This is an optimization exercise on Yosys and OpenROAD, whose aim is small area, a short achievable clock period and few clock cycles, not a production implementation.
Only simulation tests tie the RTL to the original design; equivalence was not proved.
Power is estimated from default activity; no workload was simulated.

## config.mk

```make
export PLATFORM = sky130hd
export DESIGN_NAME = IMC
export DESIGN_NICKNAME = IMC
export VERILOG_FILES = /design/flow/design.v
export SDC_FILE = /design/flow/constraint.sdc
export NUM_CORES = 4
export LEC_CHECK = 0
export CAP_MARGIN = 20
export CORE_MARGIN = 2
export CORE_UTILIZATION = 40
export SLEW_MARGIN = 20
```

## constraint.sdc

```tcl
create_clock -name core_clock -period 33.0 [get_ports {clk}]
set_input_delay 6.6000 -clock core_clock [delete_from_list [all_inputs] [get_ports {clk}]]
set_output_delay 6.6000 -clock core_clock [all_outputs]
set_load 0.01 [all_outputs]
```

## design.v

```verilog
module IMC(
    clk,
    rst_n,
    IN_VALID,
    IN,
    OUT_VALID,
    OUT
    );
input           clk, rst_n, IN_VALID;
input  [ 3:0]   IN;
output reg      OUT_VALID;
output reg [13:0] OUT;
reg  [3:0] t;                    
reg  [3:0] p3, p2, p1, p0;
wire dt1;
wire dt2;
wire dt3;
wire dt4;
wire dt5;
wire dt6;
wire dt7;
wire dt8;
wire dt9;
wire dt10;
wire dt11;
wire dt12;
wire dt13;
wire dt14;
wire dt15;
wire dt16;
wire dt17;
wire dt18;
wire dt19;
wire dt20;
wire dt21;
wire dt22;
wire dt23;
wire dt24;
wire dt25;
wire dt26;
wire dt27;
wire dt28;
wire dt29;
wire dt30;
wire dt31;
wire dt32;
wire dt33;
wire dt34;
wire dt35;
wire dt36;
wire dt37;
wire dt38;
wire dt39;
wire dt40;
wire dt41;
wire dt42;
wire dt43;
wire dt44;
wire dt45;
wire dt46;
wire dt47;
wire dt48;
wire dt49;
wire dt50;
assign dt1 = ((p3[0] & p0[2])) ^ ((p3[1] & p0[1])) ^ ((p3[2] & p0[0]));
assign dt2 = (((p3[0] & p0[2])) & ((p3[1] & p0[1]))) | (((p3[0] & p0[2])) & ((p3[2] & p0[0]))) | (((p3[1] & p0[1])) & ((p3[2] & p0[0])));
assign dt3 = (~(p3[0] & p0[3])) ^ ((p3[1] & p0[2])) ^ ((p3[2] & p0[1]));
assign dt4 = ((~(p3[0] & p0[3])) & ((p3[1] & p0[2]))) | ((~(p3[0] & p0[3])) & ((p3[2] & p0[1]))) | (((p3[1] & p0[2])) & ((p3[2] & p0[1])));
assign dt5 = (~(p3[3] & p0[0])) ^ ((p2[0] & p1[3])) ^ (~(p2[1] & p1[2]));
assign dt6 = ((~(p3[3] & p0[0])) & ((p2[0] & p1[3]))) | ((~(p3[3] & p0[0])) & (~(p2[1] & p1[2]))) | (((p2[0] & p1[3])) & (~(p2[1] & p1[2])));
assign dt7 = (~(p3[1] & p0[3])) ^ ((p3[2] & p0[2])) ^ (~(p3[3] & p0[1]));
assign dt8 = ((~(p3[1] & p0[3])) & ((p3[2] & p0[2]))) | ((~(p3[1] & p0[3])) & (~(p3[3] & p0[1]))) | (((p3[2] & p0[2])) & (~(p3[3] & p0[1])));
assign dt9 = ((p2[1] & p1[3])) ^ (~(p2[2] & p1[2])) ^ ((p2[3] & p1[1]));
assign dt10 = (((p2[1] & p1[3])) & (~(p2[2] & p1[2]))) | (((p2[1] & p1[3])) & ((p2[3] & p1[1]))) | ((~(p2[2] & p1[2])) & ((p2[3] & p1[1])));
assign dt11 = ((p3[0] & p0[1])) ^ ((p3[1] & p0[0])) ^ (~(p2[0] & p1[1]));
assign dt12 = (((p3[0] & p0[1])) & ((p3[1] & p0[0]))) | (((p3[0] & p0[1])) & (~(p2[0] & p1[1]))) | (((p3[1] & p0[0])) & (~(p2[0] & p1[1])));
assign dt13 = (~(p2[0] & p1[2])) ^ (~(p2[1] & p1[1])) ^ (~(p2[2] & p1[0]));
assign dt14 = ((~(p2[0] & p1[2])) & (~(p2[1] & p1[1]))) | ((~(p2[0] & p1[2])) & (~(p2[2] & p1[0]))) | ((~(p2[1] & p1[1])) & (~(p2[2] & p1[0])));
assign dt15 = (~(p2[2] & p1[1])) ^ ((p2[3] & p1[0])) ^ (1'b1);
assign dt16 = ((~(p2[2] & p1[1])) & ((p2[3] & p1[0]))) | ((~(p2[2] & p1[1])) & (1'b1)) | (((p2[3] & p1[0])) & (1'b1));
assign dt17 = (dt2) ^ (dt3) ^ (dt5);
assign dt18 = ((dt2) & (dt3)) | ((dt2) & (dt5)) | ((dt3) & (dt5));
assign dt19 = (1'b1) ^ (dt4) ^ (dt6);
assign dt20 = ((1'b1) & (dt4)) | ((1'b1) & (dt6)) | ((dt4) & (dt6));
assign dt21 = (dt7) ^ (dt9) ^ (dt16);
assign dt22 = ((dt7) & (dt9)) | ((dt7) & (dt16)) | ((dt9) & (dt16));
assign dt23 = (~(p3[2] & p0[3])) ^ (~(p3[3] & p0[2])) ^ ((p2[2] & p1[3]));
assign dt24 = ((~(p3[2] & p0[3])) & (~(p3[3] & p0[2]))) | ((~(p3[2] & p0[3])) & ((p2[2] & p1[3]))) | ((~(p3[3] & p0[2])) & ((p2[2] & p1[3])));
assign dt25 = ((p2[3] & p1[2])) ^ (dt8) ^ (dt10);
assign dt26 = (((p2[3] & p1[2])) & (dt8)) | (((p2[3] & p1[2])) & (dt10)) | ((dt8) & (dt10));
assign dt27 = (1'b1) ^ (dt1) ^ (dt12);
assign dt28 = ((1'b1) & (dt1)) | ((1'b1) & (dt12)) | ((dt1) & (dt12));
assign dt29 = (dt14) ^ (dt15) ^ (dt17);
assign dt30 = ((dt14) & (dt15)) | ((dt14) & (dt17)) | ((dt15) & (dt17));
assign dt31 = (dt18) ^ (dt19) ^ (dt21);
assign dt32 = ((dt18) & (dt19)) | ((dt18) & (dt21)) | ((dt19) & (dt21));
assign dt33 = (dt20) ^ (dt22) ^ (dt23);
assign dt34 = ((dt20) & (dt22)) | ((dt20) & (dt23)) | ((dt22) & (dt23));
assign dt35 = ((p3[3] & p0[3])) ^ (~(p2[3] & p1[3])) ^ (dt24);
assign dt36 = (((p3[3] & p0[3])) & (~(p2[3] & p1[3]))) | (((p3[3] & p0[3])) & (dt24)) | ((~(p2[3] & p1[3])) & (dt24));
assign dt37 = ((p3[0] & p0[0])) ^ (~(p2[0] & p1[0])) ^ (1'b1);
assign dt38 = (((p3[0] & p0[0])) & (~(p2[0] & p1[0]))) | (((p3[0] & p0[0])) & (1'b1)) | ((~(p2[0] & p1[0])) & (1'b1));
assign dt39 = (~(p2[1] & p1[0])) ^ (1'b1) ^ (dt11);
assign dt40 = ((~(p2[1] & p1[0])) & (1'b1)) | ((~(p2[1] & p1[0])) & (dt11)) | ((1'b1) & (dt11));
assign dt41 = (dt13) ^ (dt27) ^ (dt40);
assign dt42 = ((dt13) & (dt27)) | ((dt13) & (dt40)) | ((dt27) & (dt40));
assign dt43 = (dt28) ^ (dt29) ^ (dt42);
assign dt44 = ((dt28) & (dt29)) | ((dt28) & (dt42)) | ((dt29) & (dt42));
assign dt45 = (dt30) ^ (dt31) ^ (dt44);
assign dt46 = ((dt30) & (dt31)) | ((dt30) & (dt44)) | ((dt31) & (dt44));
assign dt47 = (dt25) ^ (dt32) ^ (dt33);
assign dt48 = ((dt25) & (dt32)) | ((dt25) & (dt33)) | ((dt32) & (dt33));
assign dt49 = (dt26) ^ (dt34) ^ (dt35);
assign dt50 = ((dt26) & (dt34)) | ((dt26) & (dt35)) | ((dt34) & (dt35));
wire [7:0] det = {dt36,dt48,dt46,dt45,dt43,dt41,dt38,dt37} + {dt50,dt49,dt47,1'b0,1'b0,1'b0,dt39,1'b0};
wire [6:0]  dlow = {|det[5:0], |det[4:0], |det[3:0], |det[2:0], |det[1:0], det[0], 1'b0};
wire [6:0]  dmag = det[6:0] ^ ({7{det[7]}} & dlow);
wire        nonsing = |det;
reg  [6:0]  D;                   
reg         sd;                  
wire [16:0] R;                   
wire rg0;
wire rg1;
wire rg2;
wire rg3;
wire rg4;
wire rg5;
wire rg6;
wire rg7;
wire rg8;
wire rg9;
wire rg10;
wire rg11;
wire rg12;
wire rg13;
wire rg14;
wire rg15;
wire rg16;
wire rg17;
wire rg18;
wire rg19;
wire rg20;
wire rg21;
wire rg22;
wire rg23;
wire rg24;
wire rg25;
wire rg26;
wire rg27;
wire rg28;
wire rg29;
wire rg30;
wire rg31;
wire rg32;
wire rg33;
wire rg34;
wire rg35;
wire rg36;
wire rg37;
wire rg38;
wire rg39;
wire rg40;
wire rg41;
wire rg42;
wire rg43;
wire rg44;
wire rg45;
wire rg46;
wire rg47;
wire rg48;
wire rg49;
wire rg50;
wire rg51;
wire rg52;
wire rg53;
wire rg54;
wire rg55;
wire rg56;
wire rg57;
wire rg58;
wire rg59;
wire rg60;
wire rg61;
wire rg62;
wire rg63;
wire rg64;
wire rg65;
wire rg66;
wire rg67;
wire rg68;
wire rg69;
wire rg70;
wire rg71;
wire rg72;
wire rg73;
wire rg74;
wire rg75;
wire rg76;
wire rg77;
wire rg78;
wire rg79;
wire rg80;
wire rg81;
wire rg82;
wire rg83;
wire rg84;
wire rg85;
wire rg86;
wire rg87;
wire rg88;
wire rg89;
wire rg90;
wire rg91;
wire rg92;
wire rg93;
wire rg94;
wire rg95;
wire rg96;
wire rg97;
wire rg98;
wire rg99;
wire rg100;
wire rg101;
wire rg102;
wire rg103;
wire rg104;
wire rg105;
wire rg106;
wire rg107;
wire rg108;
wire rg109;
wire rg110;
wire rg111;
wire rg112;
wire rg113;
wire rg114;
wire rg115;
wire rg116;
wire rg117;
wire rg118;
wire rg119;
wire rg120;
wire rg121;
wire rg122;
wire rg123;
wire rg124;
wire rg125;
wire rg126;
wire rg127;
wire rg128;
wire rg129;
wire rg130;
wire rg131;
wire rg132;
wire rg133;
wire rg134;
wire rg135;
wire rg136;
wire rg137;
wire rg138;
wire rg139;
wire rg140;
wire rg141;
wire rg142;
wire rg143;
wire rg144;
wire rg145;
wire rg146;
wire rg147;
wire rg148;
wire rg149;
wire rg150;
wire rg151;
wire rg152;
wire rg153;
wire rg154;
wire rg155;
wire rg156;
wire rg157;
wire rg158;
wire rg159;
wire rg160;
wire rg161;
wire rg162;
wire rg163;
wire rg164;
wire rg165;
wire rg166;
wire rg167;
wire rg168;
wire rg169;
wire rg170;
wire rg171;
wire rg172;
wire rg173;
wire rg174;
wire rg175;
wire rg176;
wire rg177;
wire rg178;
wire rg179;
wire rg180;
wire rg181;
wire rg182;
wire rg183;
wire rg184;
wire rg185;
wire rg186;
wire rg187;
wire rg188;
wire rg189;
wire rg190;
wire rg191;
wire rg192;
wire rg193;
wire rg194;
wire rg195;
wire rg196;
wire rg197;
wire rg198;
wire rg199;
wire rg200;
wire rg201;
wire rg202;
wire rg203;
wire rg204;
wire rg205;
wire rg206;
wire rg207;
wire rg208;
wire rg209;
wire rg210;
wire rg211;
wire rg212;
wire rg213;
wire rg214;
wire rg215;
wire rg216;
wire rg217;
wire rg218;
wire rg219;
wire rg220;
wire rg221;
wire rg222;
wire rg223;
wire rg224;
wire rg225;
wire rg226;
wire rg227;
wire rg228;
wire rg229;
wire rg230;
wire rg231;
wire rg232;
wire rg233;
wire rg234;
wire rg235;
wire rg236;
wire rg237;
wire rg238;
wire rg239;
wire rg240;
wire rg241;
wire rg242;
wire rg243;
wire rg244;
wire rg245;
wire rg246;
wire rg247;
wire rg248;
wire rg249;
wire rg250;
wire rg251;
wire rg252;
wire rg253;
wire rg254;
wire rg255;
wire rg256;
wire rg257;
wire rg258;
wire rg259;
wire rg260;
wire rg261;
wire rg262;
wire rg263;
wire rg264;
wire rg265;
wire rg266;
wire rg267;
wire rg268;
wire rg269;
wire rg270;
wire rg271;
wire rg272;
wire rg273;
wire rg274;
wire rg275;
wire rg276;
wire rg277;
wire rg278;
wire rg279;
wire rg280;
wire rg281;
wire rg282;
wire rg283;
wire rg284;
wire rg285;
wire rg286;
wire rg287;
wire rg288;
wire rg289;
wire rg290;
wire rg291;
wire rg292;
wire rg293;
wire rg294;
wire rg295;
wire rg296;
wire rg297;
wire rg298;
wire rg299;
wire rg300;
wire rg301;
wire rg302;
wire rg303;
wire rg304;
wire rg305;
wire rg306;
wire rg307;
wire rg308;
wire rg309;
wire rg310;
wire rg311;
wire rg312;
wire rg313;
wire rg314;
wire rg315;
wire rg316;
wire rg317;
wire rg318;
wire rg319;
wire rg320;
wire rg321;
wire rg322;
wire rg323;
wire rg324;
wire rg325;
wire rg326;
wire rg327;
wire rg328;
wire rg329;
wire rg330;
wire rg331;
wire rg332;
wire rg333;
wire rg334;
wire rg335;
wire rg336;
assign rg312 = ~D[5];
assign rg311 = ~D[3];
assign rg310 = D[0] | ~(D[1]);
assign rg309 = ~(D[4] | D[5]);
assign rg308 = ~(D[5] | D[6]);
assign rg307 = rg308 & ~(D[4]);
assign rg306 = D[2] | D[3];
assign rg305 = D[1] & ~(D[2]);
assign rg304 = ~(D[0] | D[3]);
assign rg303 = rg305 & rg304;
assign rg302 = D[0] | ~(rg305);
assign rg301 = ~(D[4] | D[3]);
assign R[15] = rg307 & rg303;
assign rg300 = D[0] | ~(D[2]);
assign rg299 = D[0] & ~(D[2]);
assign rg298 = D[2] | ~(D[0]);
assign rg297 = ~(rg300 & rg298);
assign rg296 = D[1] & D[2];
assign rg295 = D[1] | D[2];
assign rg294 = rg296 | ~(rg295);
assign rg293 = rg311 & ~(rg294);
assign rg292 = D[0] & D[1];
assign rg291 = rg311 & ~(rg296);
assign rg290 = D[0] & D[2];
assign rg289 = ~(rg297 & rg293);
assign R[14] = rg307 & ~(rg289);
assign rg288 = D[0] | D[1];
assign rg287 = D[3] & ~(D[2]);
assign rg286 = D[0] | ~(D[3]);
assign rg285 = rg288 | ~(rg287);
assign rg284 = D[2] & ~(D[3]);
assign rg283 = ~rg284;
assign rg282 = ~(rg311 & rg296);
assign rg281 = D[0] & ~(D[3]);
assign rg280 = ~(rg311 & rg290);
assign rg279 = rg288 & rg284;
assign rg278 = rg288 ? rg284 : rg287;
assign R[13] = rg307 & rg278;
assign rg277 = rg304 & ~(rg295);
assign rg276 = D[0] | D[2];
assign rg275 = D[0] | rg295;
assign rg274 = D[4] & ~(D[3]);
assign rg273 = ~(D[4] & rg277);
assign rg272 = D[3] & rg295;
assign rg271 = ~(D[0] & D[3]);
assign rg270 = ~(D[3] & rg275);
assign rg269 = rg294 | ~(rg281);
assign rg268 = ~(rg270 & rg269);
assign rg267 = D[4] ? rg277 : rg268;
assign R[12] = rg308 & rg267;
assign rg266 = ~(rg304 & rg296);
assign rg265 = D[0] & ~(D[1]);
assign rg264 = rg310 & ~(rg265);
assign rg263 = rg264 | ~(rg287);
assign rg262 = D[4] | ~(rg263);
assign rg261 = rg262 | ~(rg266);
assign rg260 = ~(rg273 & rg261);
assign rg259 = ~(rg312 & rg260);
assign rg258 = D[4] | ~(rg277);
assign rg257 = D[5] & rg258;
assign rg256 = ~(D[6] | rg257);
assign R[11] = rg259 & rg256;
assign rg255 = rg309 & rg277;
assign rg254 = D[6] & rg258;
assign rg253 = rg255 | ~(D[6]);
assign rg252 = D[1] | ~(D[3]);
assign rg251 = D[3] & ~(rg296);
assign rg250 = ~(rg297 & rg251);
assign rg249 = ~(D[1] & rg281);
assign rg248 = ~(rg250 & rg249);
assign rg247 = ~(rg309 & rg248);
assign rg246 = D[4] & ~(D[5]);
assign rg245 = rg291 & rg246;
assign rg244 = ~(rg275 & rg245);
assign rg243 = rg256 & rg244;
assign rg242 = ~(rg247 & rg243);
assign R[10] = rg253 & rg242;
assign rg241 = D[1] | ~(rg287);
assign rg240 = D[1] | rg299;
assign rg239 = rg311 & rg240;
assign rg238 = ~(D[0] & rg305);
assign rg237 = rg239 & rg238;
assign rg236 = ~(rg239 & rg238);
assign rg235 = ~(rg241 & rg236);
assign rg234 = D[2] & ~(rg292);
assign rg233 = D[2] & ~(rg264);
assign rg232 = D[1] & D[3];
assign rg231 = ~(rg292 & rg287);
assign rg230 = rg233 | ~(rg231);
assign rg229 = D[4] ? rg235 : rg230;
assign rg228 = ~(rg308 & rg229);
assign rg227 = rg276 & rg272;
assign rg226 = D[5] & ~(D[4]);
assign rg225 = rg227 | ~(rg226);
assign rg224 = rg277 | rg225;
assign rg223 = D[6] ? rg255 : rg224;
assign R[9] = ~(rg228 & rg223);
assign rg222 = D[0] ? D[2] : rg294;
assign rg221 = D[3] | rg222;
assign rg220 = ~(D[4] | rg227);
assign rg219 = ~(rg221 & rg220);
assign rg218 = D[4] & rg306;
assign rg217 = D[5] & ~(rg218);
assign rg216 = ~(rg219 & rg217);
assign rg215 = ~(D[3] & rg294);
assign rg214 = D[2] ? D[1] : D[0];
assign rg213 = rg214 | ~(rg286);
assign rg212 = rg246 & rg213;
assign rg211 = ~(rg215 & rg212);
assign rg210 = ~(rg296 & rg271);
assign rg209 = rg309 & ~(rg304);
assign rg208 = rg295 & rg210;
assign rg207 = ~(rg209 & rg208);
assign rg206 = rg211 & rg207;
assign rg205 = rg216 & rg206;
assign rg204 = D[6] | rg205;
assign rg203 = rg312 & rg291;
assign rg202 = rg309 | rg203;
assign rg201 = ~(rg254 & rg202);
assign R[8] = ~(rg204 & rg201);
assign rg200 = D[5] & ~(D[6]);
assign rg199 = ~(rg270 & rg218);
assign rg198 = ~(D[2] & rg292);
assign rg197 = ~(rg227 & rg198);
assign rg196 = D[3] | rg264;
assign rg195 = rg280 & rg196;
assign rg194 = rg197 & rg195;
assign rg193 = D[4] | rg194;
assign rg192 = ~(rg199 & rg193);
assign rg191 = ~(rg200 & rg192);
assign rg190 = rg300 | ~(rg274);
assign rg189 = D[4] & D[3];
assign rg188 = D[2] ? rg264 : D[0];
assign rg187 = rg188 | ~(rg189);
assign rg186 = ~(rg190 & rg187);
assign rg185 = ~(rg308 & rg186);
assign rg184 = rg295 ? D[3] : rg304;
assign rg183 = D[4] | rg184;
assign rg182 = ~(rg202 & rg183);
assign rg181 = ~(rg301 & rg198);
assign rg180 = ~(D[5] & rg181);
assign rg179 = D[6] & rg180;
assign rg178 = ~(rg182 & rg179);
assign rg177 = D[3] & rg302;
assign rg176 = ~(D[2] & rg265);
assign rg175 = ~(rg177 & rg176);
assign rg174 = rg307 & ~(rg291);
assign rg173 = ~(rg175 & rg174);
assign rg172 = rg178 & rg173;
assign rg171 = rg185 & rg172;
assign R[7] = ~(rg191 & rg171);
assign rg170 = D[3] | rg295;
assign rg169 = D[4] & D[6];
assign rg168 = rg170 & rg169;
assign rg167 = rg179 | rg168;
assign rg166 = ~(rg272 & rg198);
assign rg165 = rg221 & rg166;
assign rg164 = rg282 & ~(rg251);
assign rg163 = D[4] ? rg164 : rg165;
assign rg162 = D[5] | rg163;
assign rg161 = ~(rg167 & rg162);
assign rg160 = ~(rg300 & rg272);
assign rg159 = D[4] & rg160;
assign rg158 = ~(rg289 & rg159);
assign rg157 = D[3] | rg305;
assign rg156 = rg297 & rg157;
assign rg155 = D[4] | rg156;
assign rg154 = rg312 & rg155;
assign rg153 = ~(rg158 & rg154);
assign rg152 = D[4] & D[5];
assign rg151 = D[3] ? rg222 : rg240;
assign rg150 = rg152 & ~(rg151);
assign rg149 = ~(D[3] & rg264);
assign rg148 = rg296 | ~(rg281);
assign rg147 = ~(rg149 & rg148);
assign rg146 = rg226 & rg147;
assign rg145 = ~(rg150 | rg146);
assign rg144 = ~(rg153 & rg145);
assign rg143 = D[6] | rg144;
assign R[6] = rg161 & rg143;
assign rg142 = ~(rg300 & rg232);
assign rg141 = ~(rg196 & rg142);
assign rg140 = rg234 | rg157;
assign rg139 = rg287 | ~(rg140);
assign rg138 = ~(rg226 & rg139);
assign rg137 = ~(rg170 & rg152);
assign rg136 = ~(D[4] & rg294);
assign rg135 = D[4] ? rg294 : rg141;
assign rg134 = ~(rg312 & rg135);
assign rg133 = rg138 & rg137;
assign rg132 = ~(rg134 & rg133);
assign rg131 = ~(D[6] & rg132);
assign rg130 = ~(rg306 & rg265);
assign rg129 = rg266 & rg130;
assign rg128 = D[4] | rg129;
assign rg127 = rg310 & rg189;
assign rg126 = rg290 | ~(rg127);
assign rg125 = D[1] | rg290;
assign rg124 = ~(rg274 & rg125);
assign rg123 = rg126 & rg124;
assign rg122 = ~(rg128 & rg123);
assign rg121 = ~(rg308 & rg122);
assign rg120 = ~(rg311 & rg265);
assign rg119 = ~(rg284 & rg265);
assign rg118 = rg265 ? rg283 : rg306;
assign rg117 = D[4] & rg118;
assign rg116 = ~(rg149 & rg117);
assign rg115 = rg271 & rg241;
assign rg114 = D[4] | rg115;
assign rg113 = ~(rg301 & rg233);
assign rg112 = rg114 & rg113;
assign rg111 = ~(rg116 & rg112);
assign rg110 = ~(rg200 & rg111);
assign rg109 = rg121 & rg110;
assign R[5] = ~(rg131 & rg109);
assign rg108 = ~(D[2] & rg310);
assign rg107 = rg177 & rg108;
assign rg106 = ~(rg304 | rg107);
assign rg105 = D[4] | rg106;
assign rg104 = D[3] | rg276;
assign rg103 = D[4] & rg104;
assign rg102 = D[1] | ~(rg103);
assign rg101 = rg312 & rg102;
assign rg100 = ~(rg105 & rg101);
assign rg99 = ~(D[4] | rg292);
assign rg98 = rg99 & ~(rg305);
assign rg97 = ~(D[3] & rg305);
assign rg96 = ~(D[3] ^ rg98);
assign rg95 = D[5] & rg136;
assign rg94 = ~(rg96 & rg95);
assign rg93 = ~(rg100 & rg94);
assign rg92 = ~(D[6] & rg93);
assign rg91 = ~(rg295 & rg281);
assign rg90 = rg311 | rg108;
assign rg89 = ~(rg91 & rg90);
assign rg88 = rg262 | rg89;
assign rg87 = D[4] & ~(rg305);
assign rg86 = ~(rg130 & rg87);
assign rg85 = rg308 & rg86;
assign rg313 = ~(rg88 & rg85);
assign rg314 = rg196 & rg115;
assign rg315 = ~(rg103 & rg314);
assign rg316 = ~(rg276 & rg120);
assign rg317 = ~(D[4] | rg232);
assign rg318 = ~(rg316 & rg317);
assign rg319 = rg200 & rg318;
assign rg320 = ~(rg315 & rg319);
assign rg321 = rg313 & rg320;
assign R[4] = ~(rg92 & rg321);
assign rg322 = ~(D[4] | rg296);
assign rg323 = ~(rg149 & rg322);
assign rg324 = ~(D[4] & rg286);
assign rg325 = ~(rg323 & rg324);
assign rg326 = D[2] ? D[0] : rg264;
assign rg327 = rg326 | ~(rg274);
assign rg328 = ~(rg325 & rg327);
assign rg329 = ~(rg312 & rg328);
assign rg330 = rg274 & ~(rg265);
assign rg331 = ~(rg108 & rg330);
assign rg332 = rg312 | rg331;
assign rg333 = rg276 | ~(rg252);
assign rg334 = ~(rg108 & rg333);
assign rg335 = ~(rg226 & rg334);
assign rg336 = rg332 & rg335;
assign rg0 = ~(rg329 & rg336);
assign rg1 = ~(D[6] & rg0);
assign rg2 = ~(D[3] & rg108);
assign rg3 = D[4] & rg2;
assign rg4 = ~(rg221 & rg3);
assign rg5 = rg306 & ~(rg310);
assign rg6 = D[4] | rg5;
assign rg7 = rg308 & rg6;
assign rg8 = ~(rg4 & rg7);
assign rg9 = ~(rg284 & rg99);
assign rg10 = rg263 & rg9;
assign rg11 = ~(rg327 & rg10);
assign rg12 = ~(rg200 & rg11);
assign rg13 = rg8 & rg12;
assign R[3] = ~(rg1 & rg13);
assign rg14 = rg214 | ~(rg209);
assign rg15 = D[5] ? rg284 : rg291;
assign rg16 = ~(D[4] & rg15);
assign rg17 = rg226 & rg97;
assign rg18 = ~(rg282 & rg17);
assign rg19 = rg16 & rg18;
assign rg20 = rg265 | rg19;
assign rg21 = ~(rg14 & rg20);
assign rg22 = ~(D[6] & rg21);
assign rg23 = D[2] | rg149;
assign rg24 = ~(D[1] & rg297);
assign rg25 = D[4] | ~(rg300);
assign rg26 = rg311 & rg25;
assign rg27 = ~(rg24 & rg26);
assign rg28 = ~(rg23 & rg27);
assign rg29 = ~(rg200 & rg28);
assign rg30 = D[1] | rg300;
assign rg31 = rg300 | rg252;
assign rg32 = ~(rg305 & rg281);
assign rg33 = ~(D[4] | rg279);
assign rg34 = rg31 & rg32;
assign rg35 = ~(rg33 & rg34);
assign rg36 = rg297 | ~(rg274);
assign rg37 = ~(rg240 & rg189);
assign rg38 = rg308 & rg37;
assign rg39 = rg35 & rg38;
assign rg40 = ~(rg36 & rg39);
assign rg41 = rg29 & rg40;
assign R[2] = ~(rg22 & rg41);
assign rg42 = ~(rg299 & rg252);
assign rg43 = D[4] & rg30;
assign rg44 = rg298 & rg295;
assign rg45 = ~(rg301 & rg44);
assign rg46 = ~(rg42 & rg43);
assign rg47 = rg45 & rg46;
assign rg48 = rg312 & rg114;
assign rg49 = ~(rg47 & rg48);
assign rg50 = ~(rg290 & rg232);
assign rg51 = rg285 & rg50;
assign rg52 = ~(rg119 & rg51);
assign rg53 = rg226 & rg52;
assign rg54 = ~(rg231 & rg140);
assign rg55 = ~(rg152 & rg54);
assign rg56 = ~(D[6] | rg53);
assign rg57 = rg49 & rg56;
assign rg58 = ~(rg55 & rg57);
assign rg59 = D[0] | ~(rg287);
assign rg60 = rg280 & rg59;
assign rg61 = D[4] ? rg32 : rg60;
assign rg62 = ~(rg290 & rg274);
assign rg63 = D[4] | rg50;
assign rg64 = rg273 & rg63;
assign rg65 = rg62 & rg64;
assign rg66 = D[5] ? rg65 : rg61;
assign rg67 = ~(rg289 & rg59);
assign rg68 = ~(rg226 & rg67);
assign rg69 = D[6] & rg66;
assign rg70 = ~(rg68 & rg69);
assign R[1] = rg58 & rg70;
assign rg71 = rg237 & rg152;
assign rg72 = ~(D[6] | rg71);
assign rg73 = ~(rg120 & rg51);
assign rg74 = ~(rg226 & rg73);
assign rg75 = ~(rg294 & rg127);
assign rg76 = ~(rg63 & rg75);
assign rg77 = ~(rg312 & rg76);
assign rg78 = rg74 & rg77;
assign rg79 = ~(rg72 & rg78);
assign rg80 = ~(rg282 & rg31);
assign rg81 = ~(rg309 & rg80);
assign rg82 = rg312 | rg62;
assign rg83 = D[6] & rg82;
assign rg84 = ~(rg81 & rg83);
assign R[0] = rg79 & rg84;
assign R[16] = rg307 & ~(rg170);
wire        res = (t != 4'd4);   
wire [3:0]  xlow = {|p3[2:0], |p3[1:0], p3[0], 1'b0};
wire [3:0]  m = (p3 ^ ({4{p3[3]}} & xlow)) & {4{res}};
wire        neg = res & (p3[3] ^ sd ^ (t == 4'd6 || t == 4'd7));
wire        s8 = m[3] | (m[2] & m[1] & m[0]);
wire        s4 = m[2] ^ (m[1] & m[0]);
wire        s1 = m[0];
wire        s2 = m[1] & ~m[0];
wire        n0 = m[1] & m[0];
wire mu1;
wire mu2;
wire mu3;
wire mu4;
wire mu5;
wire mu6;
wire mu7;
wire mu8;
wire mu9;
wire mu10;
wire mu11;
wire mu12;
wire mu13;
wire mu14;
wire mu15;
wire mu16;
wire mu17;
wire mu18;
wire mu19;
wire mu20;
wire mu21;
wire mu22;
wire mu23;
wire mu24;
wire mu25;
wire mu26;
wire mu27;
wire mu28;
wire mu29;
wire mu30;
wire mu31;
wire mu32;
wire mu33;
wire mu34;
wire mu35;
wire mu36;
wire mu37;
wire mu38;
wire mu39;
wire mu40;
wire mu41;
wire mu42;
wire mu43;
wire mu44;
wire mu45;
wire mu46;
wire mu47;
wire mu48;
wire mu49;
wire mu50;
wire mu51;
wire mu52;
wire mu53;
wire mu54;
wire mu55;
wire mu56;
wire mu57;
wire mu58;
wire mu59;
wire mu60;
wire mu61;
wire mu62;
wire mu63;
wire mu64;
wire mu65;
wire mu66;
wire mu67;
wire mu68;
wire mu69;
wire mu70;
wire mu71;
wire mu72;
wire mu73;
wire mu74;
wire mu75;
wire mu76;
wire mu77;
wire mu78;
wire mu79;
wire mu80;
assign mu1 = ((((s1 & R[0])) ^ n0)) & (1'b0);
assign mu2 = ((((s1 & R[1]) | (s2 & R[0])) ^ n0)) & (1'b0);
assign mu3 = ((((s1 & R[2]) | (s2 & R[1])) ^ n0)) & ((s4 & R[0]));
assign mu4 = ((((s1 & R[3]) | (s2 & R[2])) ^ n0)) & ((s4 & R[1]) | (s8 & R[0]));
assign mu5 = ((((s1 & R[4]) | (s2 & R[3])) ^ n0)) & ((s4 & R[2]) | (s8 & R[1]));
assign mu6 = ((((s1 & R[5]) | (s2 & R[4])) ^ n0)) & ((s4 & R[3]) | (s8 & R[2]));
assign mu7 = ((((s1 & R[6]) | (s2 & R[5])) ^ n0)) & ((s4 & R[4]) | (s8 & R[3]));
assign mu8 = ((((s1 & R[7]) | (s2 & R[6])) ^ n0)) & ((s4 & R[5]) | (s8 & R[4]));
assign mu9 = ((((s1 & R[8]) | (s2 & R[7])) ^ n0)) & ((s4 & R[6]) | (s8 & R[5]));
assign mu10 = ((((s1 & R[9]) | (s2 & R[8])) ^ n0)) & ((s4 & R[7]) | (s8 & R[6]));
assign mu11 = ((((s1 & R[10]) | (s2 & R[9])) ^ n0)) & ((s4 & R[8]) | (s8 & R[7]));
assign mu12 = ((((s1 & R[11]) | (s2 & R[10])) ^ n0)) & ((s4 & R[9]) | (s8 & R[8]));
assign mu13 = ((((s1 & R[12]) | (s2 & R[11])) ^ n0)) & ((s4 & R[10]) | (s8 & R[9]));
assign mu14 = ((((s1 & R[13]) | (s2 & R[12])) ^ n0)) & ((s4 & R[11]) | (s8 & R[10]));
assign mu15 = ((((s1 & R[14]) | (s2 & R[13])) ^ n0)) & ((s4 & R[12]) | (s8 & R[11]));
assign mu16 = ((((s1 & R[15]) | (s2 & R[14])) ^ n0)) & ((s4 & R[13]) | (s8 & R[12]));
assign mu17 = ((((s1 & R[16]) | (s2 & R[15])) ^ n0)) & ((s4 & R[14]) | (s8 & R[13]));
assign mu18 = ((((s2 & R[16])) ^ n0)) & ((s4 & R[15]) | (s8 & R[14]));
assign mu19 = (n0) & ((s4 & R[16]) | (s8 & R[15]));
assign mu20 = (n0) & ((s8 & R[16]));
assign mu21 = ((((s1 & R[0])) ^ n0)) ^ (1'b0);
assign mu22 = ((((s1 & R[1]) | (s2 & R[0])) ^ n0)) ^ (1'b0);
assign mu23 = ((((s1 & R[2]) | (s2 & R[1])) ^ n0)) ^ ((s4 & R[0]));
assign mu24 = ((((s1 & R[3]) | (s2 & R[2])) ^ n0)) ^ ((s4 & R[1]) | (s8 & R[0]));
assign mu25 = ((((s1 & R[4]) | (s2 & R[3])) ^ n0)) ^ ((s4 & R[2]) | (s8 & R[1]));
assign mu26 = ((((s1 & R[5]) | (s2 & R[4])) ^ n0)) ^ ((s4 & R[3]) | (s8 & R[2]));
assign mu27 = ((((s1 & R[6]) | (s2 & R[5])) ^ n0)) ^ ((s4 & R[4]) | (s8 & R[3]));
assign mu28 = ((((s1 & R[7]) | (s2 & R[6])) ^ n0)) ^ ((s4 & R[5]) | (s8 & R[4]));
assign mu29 = ((((s1 & R[8]) | (s2 & R[7])) ^ n0)) ^ ((s4 & R[6]) | (s8 & R[5]));
assign mu30 = ((((s1 & R[9]) | (s2 & R[8])) ^ n0)) ^ ((s4 & R[7]) | (s8 & R[6]));
assign mu31 = ((((s1 & R[10]) | (s2 & R[9])) ^ n0)) ^ ((s4 & R[8]) | (s8 & R[7]));
assign mu32 = ((((s1 & R[11]) | (s2 & R[10])) ^ n0)) ^ ((s4 & R[9]) | (s8 & R[8]));
assign mu33 = ((((s1 & R[12]) | (s2 & R[11])) ^ n0)) ^ ((s4 & R[10]) | (s8 & R[9]));
assign mu34 = ((((s1 & R[13]) | (s2 & R[12])) ^ n0)) ^ ((s4 & R[11]) | (s8 & R[10]));
assign mu35 = ((((s1 & R[14]) | (s2 & R[13])) ^ n0)) ^ ((s4 & R[12]) | (s8 & R[11]));
assign mu36 = ((((s1 & R[15]) | (s2 & R[14])) ^ n0)) ^ ((s4 & R[13]) | (s8 & R[12]));
assign mu37 = ((((s1 & R[16]) | (s2 & R[15])) ^ n0)) ^ ((s4 & R[14]) | (s8 & R[13]));
assign mu38 = ((((s2 & R[16])) ^ n0)) ^ ((s4 & R[15]) | (s8 & R[14]));
assign mu39 = (n0) ^ ((s4 & R[16]) | (s8 & R[15]));
assign mu40 = (n0) ^ ((s8 & R[16]));
assign mu41 = (mu1) | (n0 & mu21);
assign mu42 = (mu1 & mu22) | (mu2) | (n0 & mu21 & mu22);
assign mu43 = (mu1 & mu22 & mu23) | (mu2 & mu23) | (mu3) | (n0 & mu21 & mu22 & mu23);
assign mu44 = mu21 ^ (n0);
assign mu45 = mu22 ^ (mu41);
assign mu46 = mu23 ^ (mu42);
assign mu47 = (mu4) | (mu43 & mu24);
assign mu48 = (mu4 & mu25) | (mu5) | (mu43 & mu24 & mu25);
assign mu49 = (mu4 & mu25 & mu26) | (mu5 & mu26) | (mu6) | (mu43 & mu24 & mu25 & mu26);
assign mu50 = mu24 ^ (mu43);
assign mu51 = mu25 ^ (mu47);
assign mu52 = mu26 ^ (mu48);
assign mu53 = (mu7) | (mu49 & mu27);
assign mu54 = (mu7 & mu28) | (mu8) | (mu49 & mu27 & mu28);
assign mu55 = (mu7 & mu28 & mu29) | (mu8 & mu29) | (mu9) | (mu49 & mu27 & mu28 & mu29);
assign mu56 = mu27 ^ (mu49);
assign mu57 = mu28 ^ (mu53);
assign mu58 = mu29 ^ (mu54);
assign mu59 = (mu10) | (mu55 & mu30);
assign mu60 = (mu10 & mu31) | (mu11) | (mu55 & mu30 & mu31);
assign mu61 = (mu10 & mu31 & mu32) | (mu11 & mu32) | (mu12) | (mu55 & mu30 & mu31 & mu32);
assign mu62 = mu30 ^ (mu55);
assign mu63 = mu31 ^ (mu59);
assign mu64 = mu32 ^ (mu60);
assign mu65 = (mu13) | (mu61 & mu33);
assign mu66 = (mu13 & mu34) | (mu14) | (mu61 & mu33 & mu34);
assign mu67 = (mu13 & mu34 & mu35) | (mu14 & mu35) | (mu15) | (mu61 & mu33 & mu34 & mu35);
assign mu68 = mu33 ^ (mu61);
assign mu69 = mu34 ^ (mu65);
assign mu70 = mu35 ^ (mu66);
assign mu71 = (mu16) | (mu67 & mu36);
assign mu72 = (mu16 & mu37) | (mu17) | (mu67 & mu36 & mu37);
assign mu73 = (mu16 & mu37 & mu38) | (mu17 & mu38) | (mu18) | (mu67 & mu36 & mu37 & mu38);
assign mu74 = mu36 ^ (mu67);
assign mu75 = mu37 ^ (mu71);
assign mu76 = mu38 ^ (mu72);
assign mu77 = (mu19) | (mu73 & mu39);
assign mu78 = (mu19 & mu40) | (mu20) | (mu73 & mu39 & mu40);
assign mu79 = mu39 ^ (mu73);
assign mu80 = mu40 ^ (mu77);
wire [19:0] prod = {mu80,mu79,mu76,mu75,mu74,mu70,mu69,mu68,mu64,mu63,mu62,mu58,mu57,mu56,mu52,mu51,mu50,mu46,mu45,mu44};
wire [13:0] qout = (prod[19:6] ^ {14{neg}}) + {13'd0, neg};
wire        shift = ~t[2] & ~t[3];  
always @(posedge clk) begin
    if (shift) begin
        p3 <= p2; p2 <= p1; p1 <= p0; p0 <= IN;
    end else begin
        p3 <= p0; p2 <= p1; p1 <= p3; p0 <= p2;
    end
    if (t == 4'd4) begin
        D  <= dmag;
        sd <= det[7];
    end
    OUT <= qout;
end
always @(posedge clk) begin
    if (!rst_n) begin
        t <= 4'd0;
        OUT_VALID <= 1'b0;
    end else begin
        OUT_VALID <= 1'b0;
        case (t)
            4'd0: t <= IN_VALID ? 4'd1 : 4'd0;
            4'd4: begin
                t <= nonsing ? 4'd5 : 4'd0;
                OUT_VALID <= ~nonsing;
            end
            4'd5, 4'd6, 4'd7, 4'd8: begin
                t <= (t == 4'd8) ? 4'd0 : t + 4'd1;
                OUT_VALID <= 1'b1;
            end
            default: t <= t + 4'd1;
        endcase
    end
end
endmodule
```

## flow/run.sh

```bash
#!/bin/bash
# Layout flow: the standard synthesis, then the combinational logic between
# the (unchanged) flip-flops is mapped again by ABC for area; the rest is the
# standard ORFS layout, with the port buffers made of buf_2 cells.
set -euo pipefail
HERE=$(pwd)
F=$HERE/flow
LIB=$FLOW_HOME/platforms/sky130hd/lib/sky130_fd_sc_hd__tt_025C_1v80.lib
RES=$HERE/orfs/results/sky130hd/IMC/base
YOSYS=$FLOW_HOME/../tools/install/yosys/bin/yosys
[[ -x $YOSYS ]] || YOSYS=yosys

# 1. standard synthesis
bash standard.sh synth > synth.log 2>&1

# 2. re-map the combinational logic
cp $RES/1_2_yosys.v $HERE/standard_netlist.v
{
  echo "read_liberty -ignore_miss_func $LIB"
  echo "blackbox $(tr '\n' ' ' < $F/seq_cells.txt)"
  echo "read_verilog $HERE/standard_netlist.v"
  echo "hierarchy -top $FLOW_TOP"
  echo "flatten"
  echo "hierarchy -top $FLOW_TOP"
  echo "opt -purge"
  echo "abc -liberty $LIB -D 7000 -script $F/area.abc $(sed 's/^/-dont_use /' $F/dont_use.txt | tr '\n' ' ')"
  echo "opt_clean -purge"
  echo "hilomap -singleton -hicell sky130_fd_sc_hd__conb_1 HI -locell sky130_fd_sc_hd__conb_1 LO"
  echo "splitnets"
  echo "opt_clean -purge"
  echo "stat -liberty $LIB"
  echo "write_verilog -noattr -noexpr -nohex -nodec $HERE/resynth.v"
} > $HERE/resynth.ys
$YOSYS -s $HERE/resynth.ys > resynth.log 2>&1
cp $HERE/resynth.v $RES/1_2_yosys.v
rm -f $RES/1_synth.odb $RES/1_synth.sdc
touch $RES/1_2_yosys.v

# 3. the standard layout from the new netlist
bash standard.sh BUFFER_PORTS_ARGS="-buffer_cell sky130_fd_sc_hd__buf_2" finish > layout.log 2>&1
```

## flow/area.abc

```
strash
dc2
dch -f
amap
topo
buffer -c
upsize -c
dnsize -c
```

## flow/dont_use.txt

```
sky130_fd_sc_hd__lpflow_bleeder_1
sky130_fd_sc_hd__lpflow_clkbufkapwr_1
sky130_fd_sc_hd__lpflow_clkbufkapwr_16
sky130_fd_sc_hd__lpflow_clkbufkapwr_2
sky130_fd_sc_hd__lpflow_clkbufkapwr_4
sky130_fd_sc_hd__lpflow_clkbufkapwr_8
sky130_fd_sc_hd__lpflow_clkinvkapwr_1
sky130_fd_sc_hd__lpflow_clkinvkapwr_16
sky130_fd_sc_hd__lpflow_clkinvkapwr_2
sky130_fd_sc_hd__lpflow_clkinvkapwr_4
sky130_fd_sc_hd__lpflow_clkinvkapwr_8
sky130_fd_sc_hd__lpflow_decapkapwr_12
sky130_fd_sc_hd__lpflow_decapkapwr_3
sky130_fd_sc_hd__lpflow_decapkapwr_4
sky130_fd_sc_hd__lpflow_decapkapwr_6
sky130_fd_sc_hd__lpflow_decapkapwr_8
sky130_fd_sc_hd__lpflow_inputiso0n_1
sky130_fd_sc_hd__lpflow_inputiso0p_1
sky130_fd_sc_hd__lpflow_inputiso1n_1
sky130_fd_sc_hd__lpflow_inputiso1p_1
sky130_fd_sc_hd__lpflow_inputisolatch_1
sky130_fd_sc_hd__lpflow_isobufsrc_1
sky130_fd_sc_hd__lpflow_isobufsrc_16
sky130_fd_sc_hd__lpflow_isobufsrc_2
sky130_fd_sc_hd__lpflow_isobufsrc_4
sky130_fd_sc_hd__lpflow_isobufsrc_8
sky130_fd_sc_hd__lpflow_isobufsrckapwr_16
sky130_fd_sc_hd__lpflow_lsbuf_lh_hl_isowell_tap_1
sky130_fd_sc_hd__lpflow_lsbuf_lh_hl_isowell_tap_2
sky130_fd_sc_hd__lpflow_lsbuf_lh_hl_isowell_tap_4
sky130_fd_sc_hd__lpflow_lsbuf_lh_isowell_4
sky130_fd_sc_hd__lpflow_lsbuf_lh_isowell_tap_1
sky130_fd_sc_hd__lpflow_lsbuf_lh_isowell_tap_2
sky130_fd_sc_hd__lpflow_lsbuf_lh_isowell_tap_4
sky130_fd_sc_hd__probe_p_8
sky130_fd_sc_hd__probec_p_8
```

## flow/seq_cells.txt

```
sky130_fd_sc_hd__dfbbn_1
sky130_fd_sc_hd__dfbbn_2
sky130_fd_sc_hd__dfbbp_1
sky130_fd_sc_hd__dfrbp_1
sky130_fd_sc_hd__dfrbp_2
sky130_fd_sc_hd__dfrtn_1
sky130_fd_sc_hd__dfrtp_1
sky130_fd_sc_hd__dfrtp_2
sky130_fd_sc_hd__dfrtp_4
sky130_fd_sc_hd__dfsbp_1
sky130_fd_sc_hd__dfsbp_2
sky130_fd_sc_hd__dfstp_1
sky130_fd_sc_hd__dfstp_2
sky130_fd_sc_hd__dfstp_4
sky130_fd_sc_hd__dfxbp_1
sky130_fd_sc_hd__dfxbp_2
sky130_fd_sc_hd__dfxtp_1
sky130_fd_sc_hd__dfxtp_2
sky130_fd_sc_hd__dfxtp_4
sky130_fd_sc_hd__dlclkp_1
sky130_fd_sc_hd__dlclkp_2
sky130_fd_sc_hd__dlclkp_4
sky130_fd_sc_hd__dlrbn_1
sky130_fd_sc_hd__dlrbn_2
sky130_fd_sc_hd__dlrbp_1
sky130_fd_sc_hd__dlrbp_2
sky130_fd_sc_hd__dlrtn_1
sky130_fd_sc_hd__dlrtn_2
sky130_fd_sc_hd__dlrtn_4
sky130_fd_sc_hd__dlrtp_1
sky130_fd_sc_hd__dlrtp_2
sky130_fd_sc_hd__dlrtp_4
sky130_fd_sc_hd__dlxbn_1
sky130_fd_sc_hd__dlxbn_2
sky130_fd_sc_hd__dlxbp_1
sky130_fd_sc_hd__dlxtn_1
sky130_fd_sc_hd__dlxtn_2
sky130_fd_sc_hd__dlxtn_4
sky130_fd_sc_hd__dlxtp_1
sky130_fd_sc_hd__edfxbp_1
sky130_fd_sc_hd__edfxtp_1
sky130_fd_sc_hd__lpflow_inputisolatch_1
sky130_fd_sc_hd__sdfbbn_1
sky130_fd_sc_hd__sdfbbn_2
sky130_fd_sc_hd__sdfbbp_1
sky130_fd_sc_hd__sdfrbp_1
sky130_fd_sc_hd__sdfrbp_2
sky130_fd_sc_hd__sdfrtn_1
sky130_fd_sc_hd__sdfrtp_1
sky130_fd_sc_hd__sdfrtp_2
sky130_fd_sc_hd__sdfrtp_4
sky130_fd_sc_hd__sdfsbp_1
sky130_fd_sc_hd__sdfsbp_2
sky130_fd_sc_hd__sdfstp_1
sky130_fd_sc_hd__sdfstp_2
sky130_fd_sc_hd__sdfstp_4
sky130_fd_sc_hd__sdfxbp_1
sky130_fd_sc_hd__sdfxbp_2
sky130_fd_sc_hd__sdfxtp_1
sky130_fd_sc_hd__sdfxtp_2
sky130_fd_sc_hd__sdfxtp_4
sky130_fd_sc_hd__sdlclkp_1
sky130_fd_sc_hd__sdlclkp_2
sky130_fd_sc_hd__sdlclkp_4
sky130_fd_sc_hd__sedfxbp_1
sky130_fd_sc_hd__sedfxbp_2
sky130_fd_sc_hd__sedfxtp_1
sky130_fd_sc_hd__sedfxtp_2
sky130_fd_sc_hd__sedfxtp_4
```

## standard.sh

```bash
#!/bin/bash
# synth_recipe.tcl (not shown) runs the flow's synth.tcl, then flattens the netlist and writes it again
# the make line also repeats each setting of config.mk as NAME=value (left out here)
make -C /OpenROAD-flow-scripts/flow DESIGN_CONFIG=/design/flow/config.mk WORK_HOME=/design/flow/orfs CLKGATE_MAP_FILE= SYNTH_SCRIPT=/design/flow/synth_recipe.tcl "${@:-finish}"
```

==> results of run 1 <==
## state kept, by name, summed over array words and instances (netlist names)
name,flops
D,7
p0,4
p3,4
t,4
sd,1
p2,4
OUT_VALID,1
OUT,14
p1,4
## cell type report
cell class | count | area (um2) | share of cell area, %
Clock buffer | 7 | 153.9 | 2.823
Sequential cell | 43 | 940.9 | 17.26
Clock inverter | 1 | 30.03 | 0.5508
Multi-Input combinational cell | 659 | 3627 | 66.54
Tap cell | 168 | 210.2 | 3.856
Inverter | 84 | 361.6 | 6.633
Timing Repair Buffer | 24 | 127.6 | 2.341
## per-layer routing
metal / vias up / wire (um) / track usage [%] / part of all wire [%]
met5: - / 0 / 0 / 0
met4: 0 / 705 / 11.83 / 4.4
met3: 48 / 838 / 3.504 / 5.3
met2: 210 / 7122 / 38.71 / 45
met1: 2519 / 7203 / 33.21 / 45
li1: 2863 / - / - / -
## per-stage QoR
stage | util (%) | hold WS [ns]
finish | 45.01 | 0.3617
global route | 45.01 | 0.3721
CTS | 44.98 | 0.3626
detailed placement | 43.46 | 0.3447
global placement | 43.46 | 0.3572
floorplan | - | 0.3308
## power groups by stage
| stage | Sequential (uW) | Combinational (uW) | Clock (uW) |
|---|---|---|---|
| after floorplan | 81.0 | 158 | 0 |
| after global placement | 76.2 | 204 | 0 |
| after detailed placement | 76.5 | 207 | 0 |
| after CTS | 75.5 | 208 | 62.7 |
| after global routing | 77.0 | 239 | 64.9 |
| final | 75.6 | 209 | 61.8 |
## how the worst min path moves through the flow
| stage | slack [ns] | end | startpoint |
|---|---|---|---|
| after floorplan | 0.33 | p2[1] | p1[1] |
| after global placement | 0.36 | p2[1] | p1[1] |
| after detailed placement | 0.34 | p2[1] | p1[1] |
| after CTS | 0.36 | p2[1] | p1[1] |
| after global routing | 0.37 | p2[1] | p1[1] |
| final | 0.36 | p2[1] | p1[1] |
## layout by cell type (no fill, tap or decap), drive strengths merged, types with 2 or more instances in the layout
cell type  instances
inv               82
o32ai              6
and2               7
nor2             224
or2                2
o211ai             3
a21oi             68
nor4               4
and3               2
o22ai             42
o21bai             2
o22a               5
o311ai             2
o21a               4
nor3              30
edfxtp             8
clkbuf             7
o221ai             4
dfxtp             35
a21o               4
o32a               2
o21ai             93
o41ai              2
a2111oi            6
nand2             85
nand3              8
clkinv             2
a31oi             12
a22oi              4
o311a              2
nor2b             10
or3                3
a211oi             7
buf               24
==> summary.md, run 1 <==
| Metric | Value |
|---|---|
| Hold Path Depth | 0 |
| Filler cell count in the final layout | 1285 |
| CP max stage delay | 0.32 ns |
| Worst R2R Start | D[2] |
| Crit path kind | flip-flop to output port |
| Root Buffer | clkbuf_16 |
| Final setup margin | 25.66 ns |
| Initial core utilization | 41.26% |
| Die Y | 115.8 um |
| Max Cap Viol | 0 |
| Fin cells | 986 |
| Crit path launch type | flip-flop |
| HP Class | flip-flop to flip-flop |
| Placed insts | 978 |
| Gr usage total | 24.60% |
| FP Rows | 40 |
| Final Cycle Share | 22.24% |
| Critical path depth | 1 |
| P_sw | 164.2 uW |
| Via Count | 5640 |
| Final hold vios | 0 |
| CTS buffer count | 5 |
| Cell Pwr Density | 63.52 nW/um2 |
| I/O Pins | 22 |
| Max clock buf depth | 2 |
| Worst Path Max Fanout | 1 |
| CP max-delay cell | dfxtp_1 |
| CP delay by family, top | flip-flops |
| Final Critical Period | 7.338 ns |
| Critical Path Source | OUT[11] |
| Drt pass-1 iters | 5 |
| Cell area after synthesis | 4997 um2 |
| Die span in x | 115.8 um |
| Mean routed wirelength per cell | 16.10 um |
| Die area | 13400 um2 |
| Comb pwr share | 60.3% |
| Yosys warnings | 1 |
| Critical Path AT | 0.74 ns |
| # hold bufs at CTS | 0 |
| Worst path bufs/invs | 1 |
| P_int | 182.1 uW |
| Largest net degree at the start of global routing | 33 |
| Residual DRC | 0 |
| Sw frac | 47.43% |
| Nets | 824 |
| GP Congestion | 0.9821 |
| Setup tns final | 0 ns |
| CTS tree | done |
| Placed inst area | 5264 um2 |
| Share of cells above drive strength 1 | 13.81% |
| RSZ-0062 raised after global routing | false |
| H-tree Lvls | 2 |
| Tot Pwr | 346.3 uW |
| Initial antenna violation count | 0 |
| Maximum VDD drop | 0.00005225 V |
| Clock Pin Slew Worst Setup and Hold Paths | 0.06 ns |
| Starting DRT DRC Count | 471 |
| Worst-margin pin slew | 1.121 ns |
| CP required | 26.40 ns |
| Number of gates resized after cts | 0 |
| Crit Reg-Reg Endpoint | OUT[13] |
| Area Overhead vs Synth | 9.089% |
| Highest clock rate | 136.3 MHz |
| Number of port buffers | 21 |
| Syn_nets | 809 |
| Worst setup path end | OUT[11] |
| # diodes | 0 |
| Mean post-synth cell area | 6.231 um2 |
| Clock Latency Late Sink | 0.29 ns |
| LEAKAGE | 0.002140 uW |
| Worst reg-to-reg path cell count | 35 |
| Post-CTS setup buffers | 0 |
| First-pass GRT wire length | 26000 um |
| Total grt overflow | 0 |
| Setup Slack @ Placement | 25.62 ns |
| Slew headroom | 25.26% |
| Synth Instances | 802 |
| Worst clock skew | 0.005903 ns |
| Slew Limit Fails | 0 |
| CP Cell Sequence | buf_2 |
| Status | no timing/DRC/antenna violations |
| Fin area | 5451 um2 |
| Endpoints failing setup | 0 |
| Final WL | 15870 um |
| Sequential share of power | 21.8% |
| Clk sinks | 43 |
| Core Region | 12110 um2 |
| Clock share of power | 17.8% |
| R2R Setup Slk | 26.76 ns |
| Dpl hpwl | 12520 um |
| Vias in the first global route | 4984 |
| Vias/cell | 5.720 |
| Crit path capture type | output port |
| Final ANT Viol Nets | 0 |
Testbench counts, summed over its fixed seeds: cycles 118,728.
==> run 2, diff against run 1 <==
--- a/flow/run.sh
+++ b/flow/run.sh
@@ -24,5 +24,5 @@
   echo "hierarchy -top $FLOW_TOP"
   echo "opt -purge"
-  echo "abc -liberty $LIB -D 7000 -script $F/area.abc $(sed 's/^/-dont_use /' $F/dont_use.txt | tr '\n' ' ')"
+  echo "abc -liberty $LIB -script $F/area.abc $(sed 's/^/-dont_use /' $F/dont_use.txt | tr '\n' ' ')"
   echo "opt_clean -purge"
   echo "hilomap -singleton -hicell sky130_fd_sc_hd__conb_1 HI -locell sky130_fd_sc_hd__conb_1 LO"
==> flow/area.abc (replaced) <==
strash
&get -n
&deepsyn -J 50
&put
dch -f
amap
topo
buffer -c
upsize -D 4500
dnsize -D 4500
--- a/config.mk
+++ b/config.mk
@@ -8,4 +8,4 @@
 export CAP_MARGIN = 20
 export CORE_MARGIN = 2
-export CORE_UTILIZATION = 40
+export CORE_UTILIZATION = 55
 export SLEW_MARGIN = 20
==> run 2 against run 1 <==
Net effect: non-clock buffer count decreased by 2; worst hold slack better by 0.023 ns; sequential share of layout area is 4.5 points higher; cell count shrank 18%; final area decreased by 21%; count of clock-buffer cells in the layout fell by 2; register-to-register slack worse by 0.96 ns; sequential power is 4.8% lower; clock skew rose by 0.0016 ns; routed wire length fell by 16%; combinational power shrank 35%; worst setup slack got worse by 0.013 ns; largest cell class unchanged.
==> summary.md, run 2 <==
| Metric | Value |
|---|---|
| Residual DRC | 0 (unchanged) |
| Sw frac | 46.32% (was 47.43%) |
| Drt pass-1 iters | 6 (was 5) |
| Final Cycle Share | 22.27% (was 22.24%) |
| Filler cell count in the final layout | 702 (was 1285) |
| # diodes | 0 (unchanged) |
| Clock share of power | 14.3% (was 17.8%) |
| Clk sinks | 43 (unchanged) |
| Final ANT Viol Nets | 0 (unchanged) |
| Nets | 713 (was 824) |
| Number of port buffers | 21 (unchanged) |
| H-tree Lvls | 2 (unchanged) |
| Yosys warnings | 1 (unchanged) |
| Die Y | 89.62 um (was 115.8 um) |
| LEAKAGE | 0.001804 uW (was 0.002140 uW) |
| Worst reg-to-reg path cell count | 43 (was 35) |
| Register area | 940.9 um2 (unchanged) |
| R2R Setup Slk | 25.80 ns (was 26.76 ns) |
| CP required | 26.40 ns (about the same) |
| Crit Reg-Reg Endpoint | OUT[12] (was OUT[13]) |
| Initial antenna violation count | 0 (unchanged) |
| CP max-delay cell | dfxtp_1 (unchanged) |
| FP Rows | 31 (was 40) |
| Fin Hold WS | 0.3845 ns (was 0.3617 ns) |
| First-pass GRT wire length | 20770 um (was 26000 um) |
| Gr usage total | 32.97% (was 24.60%) |
| Metal-1 WL | 5296 um (was 7203 um) |
| Crit path launch type | flip-flop (unchanged) |
| Final setup margin | 25.65 ns (was 25.66 ns) |
| Die span in x | 89.62 um (was 115.8 um) |
| Highest clock rate | 136.0 MHz (was 136.3 MHz) |
| Cell Pwr Density | 55.95 nW/um2 (was 63.52 nW/um2) |
| Slew headroom | 38.77% (was 25.26%) |
| CP Cell Sequence | buf_2 (unchanged) |
| Top Metal Used | met4 (unchanged) |
| Core Region | 7176 um2 (was 12110 um2) |
| Syn_nets | 691 (was 809) |
| Dpl hpwl | 10090 um (was 12520 um) |
| Worst Hold Path EP | p2[2] (was p2[1]) |
| Area Overhead vs Synth | 7.356% (was 9.089%) |
| Crit path kind | flip-flop to output port (unchanged) |
| Critical Path AT | 0.75 ns (was 0.74 ns) |
| Largest net degree at the start of global routing | 19 (was 33) |
| Via Count | 5111 (was 5640) |
| CTS tree | done (unchanged) |
| I/O Pins | 22 (unchanged) |
| Final Critical Period | 7.351 ns (was 7.338 ns) |
| Die area | 8031 um2 (was 13400 um2) |
| # hold bufs at CTS | 0 (unchanged) |
| Clock Latency Late Sink | 0.30 ns (was 0.29 ns) |
| Mean post-synth cell area | 5.894 um2 (was 6.231 um2) |
| Setup Slack @ Placement | 25.74 ns (was 25.62 ns) |
| Vias in the first global route | 4419 (was 4984) |
| Worst Path Max Fanout | 1 (unchanged) |
| Worst-margin pin slew | 0.9151 ns (was 1.121 ns) |
| Clock Pin Slew Worst Setup and Hold Paths | 0.09 ns (was 0.06 ns) |
| HP Class | flip-flop to flip-flop (unchanged) |
| Final hold vios | 0 (unchanged) |
| Hold_sp | p1[2] (was p1[1]) |
| Reg with most FFs | OUT (unchanged) |
| Maximum VDD drop | 0.00004735 V (was 0.00005225 V) |
| Initial core utilization | 56.18% (was 41.26%) |
| CTS buffer count | 5 (unchanged) |
| Commonest non-fill, non-tap cell in the layout | nor2_1 (unchanged) |
| Flip-flop count of the largest register, all copies and words added | 14 (unchanged) |
| Status | no timing/DRC/antenna violations (unchanged) |
| Multi-input logic area | 2763 um2 (was 3627 um2) |
| Commonest cells after routing, fill and taps aside | nor2_1, inv_1, a21oi_1 (was nor2_1, nand2_1, o21ai_0) |
| Mean routed wirelength per cell | 16.46 um (was 16.10 um) |
| Number of gates resized after cts | 0 (unchanged) |
| Setup tns final | 0 ns (unchanged) |
| Total grt overflow | 0 (unchanged) |
| Endpoints failing setup | 0 (unchanged) |
| Sequential share of power | 29.7% (was 21.8%) |
| Slew Limit Fails | 0 (unchanged) |
| GP Congestion | 1.048 (was 0.9821) |
| Post-CTS setup buffers | 0 (unchanged) |
| Final WL | 13270 um (was 15870 um) |
| Biggest regs | OUT (14), D (7) (unchanged) |
| Hold Path Depth | 0 (unchanged) |
| Vias/cell | 6.341 (was 5.720) |
| Starting DRT DRC Count | 626 (was 471) |
| Share of cells above drive strength 1 | 5.092% (was 13.81%) |
| Cell area after synthesis | 4031 um2 (was 4997 um2) |
| Met3 WL | 1128 um (was 838 um) |
| Worst R2R Start | D[4] (was D[2]) |
| Max clock buf depth | 2 (unchanged) |
| P_sw | 112.2 uW (was 164.2 uW) |
| Comb pwr share | 56.0% (was 60.3%) |
| Worst path bufs/invs | 1 (unchanged) |
| P_int | 130.0 uW (was 182.1 uW) |
| Synth Instances | 684 (was 802) |
| CP max stage delay | 0.34 ns (was 0.32 ns) |
| CP delay by family, top | flip-flops (unchanged) |
| Worst clock skew | 0.007462 ns (was 0.005903 ns) |
| Crit path capture type | output port (unchanged) |
| RSZ-0062 raised after global routing | false (unchanged) |
| Wire length on met2 | 6368 um (was 7122 um) |
| Root Buffer | clkbuf_8 (was clkbuf_16) |
| Max Cap Viol | 0 (unchanged) |
==> run 2: area by class of cell <==
cell class / count / share of cell area, %
Multi-Input combinational cell: 554 / 63.83
Sequential cell: 43 / 21.74
Inverter: 80 / 6.938
Tap cell: 99 / 2.862
Timing Repair Buffer: 22 / 2.602
Clock buffer: 5 / 1.590
Clock inverter: 3 / 0.4337
==> run 2: through the flow <==
step	std cells	area [um2]	power, uW	util (%)
finish	806	4328	242.1	60.31
CTS	806	4327	240.5	60.30
detailed placement	798	4239	205.9	59.08
global placement	798	4239	199.2	59.08
floorplan	684	4031	174.2	-
global route	806	4328	263.3	60.31
==> run 2: power groups by stage <==
stage	combinational, uW	clock, uW	sequential (uW)
global placement	127	0	72.3
CTS	133	35.1	71.9
finish	136	34.5	72.0
detailed placement	133	0	73.1
floorplan	97.9	0	76.3
global route	152	37.5	73.3
==> run 2: how the worst max path moves through the flow <==
stage / depth (start not counted) / from / slack [ns] / end
after CTS: 1 / OUT[1] / 25.64 / OUT[1]
after detailed placement: 5 / IN_VALID / 25.74 / t[0]
after floorplan: 4 / IN_VALID / 25.90 / t[0]
final: 1 / OUT[1] / 25.65 / OUT[1]
after global placement: 5 / IN_VALID / 25.76 / t[0]
after global routing: 43 / D[4] / 24.95 / OUT[12]
==> run 2: routing by layer <==
metal | GRT usage (%) | up-vias
met3 | 5.119 | 52
li1 | - | 2478
met2 | 55.88 | 284
met1 | 41.49 | 2297
met5 | 0 | -
met4 | 14.11 | 0
==> run 3, diff against run 2 <==
--- a/config.mk
+++ b/config.mk
@@ -8,4 +8,4 @@
 export CAP_MARGIN = 20
 export CORE_MARGIN = 2
-export CORE_UTILIZATION = 55
+export CORE_UTILIZATION = 40
 export SLEW_MARGIN = 20
==> run 3 against run 2 <==
Net effect: still clean on timing, DRC and antenna; die area is 36% higher; flip-flop and latch count stayed put; sequential share of layout area is 0.26 points lower; synthesized area stayed put; global-route usage is 8.7 points lower; combinational power hardly changed; sequential power is 0.7% lower.
==> summary.md, run 3 <==
| Metric | Value |
|---|---|
| CP max-delay cell | dfxtp_1 (unchanged) |
| Final Cycle Share | 22.22% (was 22.27%) |
| Placed insts | 834 (was 798) |
| Mean post-synth cell area | 5.894 um2 (unchanged) |
| Total grt overflow | 0 (unchanged) |
| Vias in the first global route | 4429 (was 4419) |
| RSZ-0062 raised after global routing | false (unchanged) |
| Highest clock rate | 136.4 MHz (was 136.0 MHz) |
| GP Congestion | 0.9644 (was 1.048) |
| Fin cells | 842 (was 806) |
| Slew Limit Fails | 0 (unchanged) |
| Crit path launch type | flip-flop (unchanged) |
| Initial antenna violation count | 0 (unchanged) |
| Crit path kind | flip-flop to output port (unchanged) |
| Setup tns final | 0 ns (unchanged) |
| Final hold vios | 0 (unchanged) |
| Drt pass-1 iters | 5 (was 6) |
| Vias/cell | 5.869 (was 6.341) |
| Area Overhead vs Synth | 8.659% (was 7.356%) |
| First-pass GRT wire length | 21470 um (was 20770 um) |
| CP max stage delay | 0.32 ns (was 0.34 ns) |
| Slew headroom | 38.93% (was 38.77%) |
| Reg with most FFs | OUT (unchanged) |
| Syn_nets | 691 (unchanged) |
| Layout Utilization | 44.82% (was 60.31%) |
| Dpl hpwl | 10380 um (was 10090 um) |
| R2R Setup Slk | 26.02 ns (was 25.80 ns) |
| Biggest regs | OUT (14), D (7) (unchanged) |
| Worst clock skew | 0.01248 ns (was 0.007462 ns) |
| Largest net degree at the start of global routing | 19 (unchanged) |
| LEAKAGE | 0.001815 uW (was 0.001804 uW) |
| Number of port buffers | 21 (unchanged) |
| Final ANT Viol Nets | 0 (unchanged) |
| Share of cells above drive strength 1 | 5.219% (was 5.092%) |
| Max Cap Viol | 0 (unchanged) |
| Filler cell count in the final layout | 1060 (was 702) |
| Crit path capture type | output port (unchanged) |
| Cell area after synthesis | 4031 um2 (unchanged) |
| Final Critical Period | 7.334 ns (was 7.351 ns) |
| HP Class | flip-flop to flip-flop (unchanged) |
| Worst Path Max Fanout | 1 (unchanged) |
| Endpoints failing setup | 0 (unchanged) |
| Max clock buf depth | 2 (unchanged) |
| Cell Pwr Density | 54.27 nW/um2 (was 55.95 nW/um2) |
| I/O Pins | 22 (unchanged) |
| Worst-margin pin slew | 0.9042 ns (was 0.9151 ns) |
| Clock Pin Slew Worst Setup and Hold Paths | 0.08 ns (was 0.09 ns) |
| CTS buffer count | 5 (unchanged) |
| Residual DRC | 0 (unchanged) |
| Final WL | 13450 um (was 13270 um) |
| Die span in x | 104.4 um (was 89.62 um) |
| Critical Path AT | 0.73 ns (was 0.75 ns) |
| Worst path bufs/invs | 1 (unchanged) |
| Root Buffer | clkbuf_8 (unchanged) |
| H-tree Lvls | 2 (unchanged) |
| Maximum VDD drop | 0.00003359 V (was 0.00004735 V) |
| Initial core utilization | 41.24% (was 56.18%) |
| Die Y | 104.4 um (was 89.62 um) |
| FP Rows | 36 (was 31) |
| Status | no timing/DRC/antenna violations (unchanged) |
| Die area | 10900 um2 (was 8031 um2) |
| # hold bufs at CTS | 0 (unchanged) |
| Yosys warnings | 1 (unchanged) |
| Commonest cells after routing, fill and taps aside | nor2_1, inv_1, a21oi_1 (unchanged) |
| Number of gates resized after cts | 0 (unchanged) |
| Commonest non-fill, non-tap cell in the layout | nor2_1 (unchanged) |
| Mean routed wirelength per cell | 15.98 um (was 16.46 um) |
| Starting DRT DRC Count | 380 (was 626) |
| CTS tree | done (unchanged) |
| Synth Instances | 684 (unchanged) |
| Clk sinks | 43 (unchanged) |
| Gr usage total | 24.26% (was 32.97%) |
| Flip-flop count of the largest register, all copies and words added | 14 (unchanged) |
| CP required | 26.40 ns (about the same) |
| CP delay by family, top | flip-flops (unchanged) |
| # diodes | 0 (unchanged) |
| Core Region | 9774 um2 (was 7176 um2) |
| Post-CTS setup buffers | 0 (unchanged) |
| Via Count | 4942 (was 5111) |
| Clock Latency Late Sink | 0.30 ns (about the same) |
| CP Cell Sequence | buf_2 (unchanged) |
| Nets | 715 (was 713) |
[run 3: changes by cell type in the layout (fill, tap and decap cells not counted)]
cell / previous run / this run
clkinvlp_4: 1 / 0
a2111oi_0: 3 / 4
a2111oi_1: 1 / 0
clkbuf_1: 0 / 1
buf_4: 1 / 3
[run 3: metal layers]
metal | wire [um] | GRT usage (%)
met4 | 575 | 13.32
met1 | 5543 | 29.43
met5 | 0 | 0
met2 | 6276 | 40.52
met3 | 1058 | 4.261
[run 3: cell type report]
cell class,count,area (um2),share of cell area [%]
well taps,133,166.4,3.799
clock buffers,6,72.57,1.657
repair buffers,24,127.6,2.913
clock inverters,2,11.26,0.2571
inverters,80,300.3,6.855
multi-input cells,554,2761,63.04
flip-flops and latches,43,940.9,21.48
[run 3: path summary, 6_finish.rpt]
path           from      end  depth (start not counted)
max          OUT[8]   OUT[8]                          1
min           p1[1]    p2[1]                          0
max reg2reg    D[4]  OUT[12]                         42
min reg2reg   p1[1]    p2[1]                          0
[run 3: where the power goes]
group	switching, uW	internal [uW]
registers	4.22	67.3
logic	85.3	47.9
clock network	18.2	14.9
total	108	130
[run 3: per-stage QoR]
| step | power, uW | setup WS [ns] | area (um2) | hold slack, ns |
|---|---|---|---|---|
| 2_1_floorplan | 174.2 | 25.90 | 4031 | 0.3510 |
| 3_3_place_gp | 202.2 | 25.75 | 4297 | 0.3691 |
| 3_5_place_dp | 204.3 | 25.74 | 4297 | 0.3664 |
| 4_1_cts | 238.2 | 25.65 | 4380 | 0.3830 |
| 5_1_grt | 261.8 | 25.08 | 4380 | 0.3905 |
| 6_report | 237.7 | 25.67 | 4380 | 0.3817 |

## separate check: timing with driven ports
The flow's constraints put no driver on any port. The routed layouts listed below were extracted and timed again, unchanged, in two steps. Step 1 assumes that a clkbuf_16 drives the clock port and a buf_2 every other input. Step 2 moves the port delays by t, midway between the first and last clock arrival at a register: inputs arrive t later, outputs are due t later. That takes back most of the time a late clock gives input paths. Three values: ideal ports, drivers, drivers and shift; two values: the first two.
| run | shift t [ns] | setup WS [ns] | worst setup path after step 2 | latest minus earliest clock arrival (ns) | cell pins on the clock port's net |
|---|---|---|---|---|---|
| run 1 | 0.326 | 25.662 / 25.624 / 25.608 | input to register | 0.006 / 0.005 | 1 |
| run 2 | 0.326 | 25.649 / 25.615 / 25.748 | input to register | 0.007 / 0.007 | 1 |
| run 3 | 0.321 | 25.666 / 25.637 / 25.757 | input to register | 0.012 / 0.013 | 1 |
After both steps setup and hold are still met in every run listed. The setup slack of run 1, which loses most, moves by -0.038 ns with the drivers and by -0.054 ns with both steps.
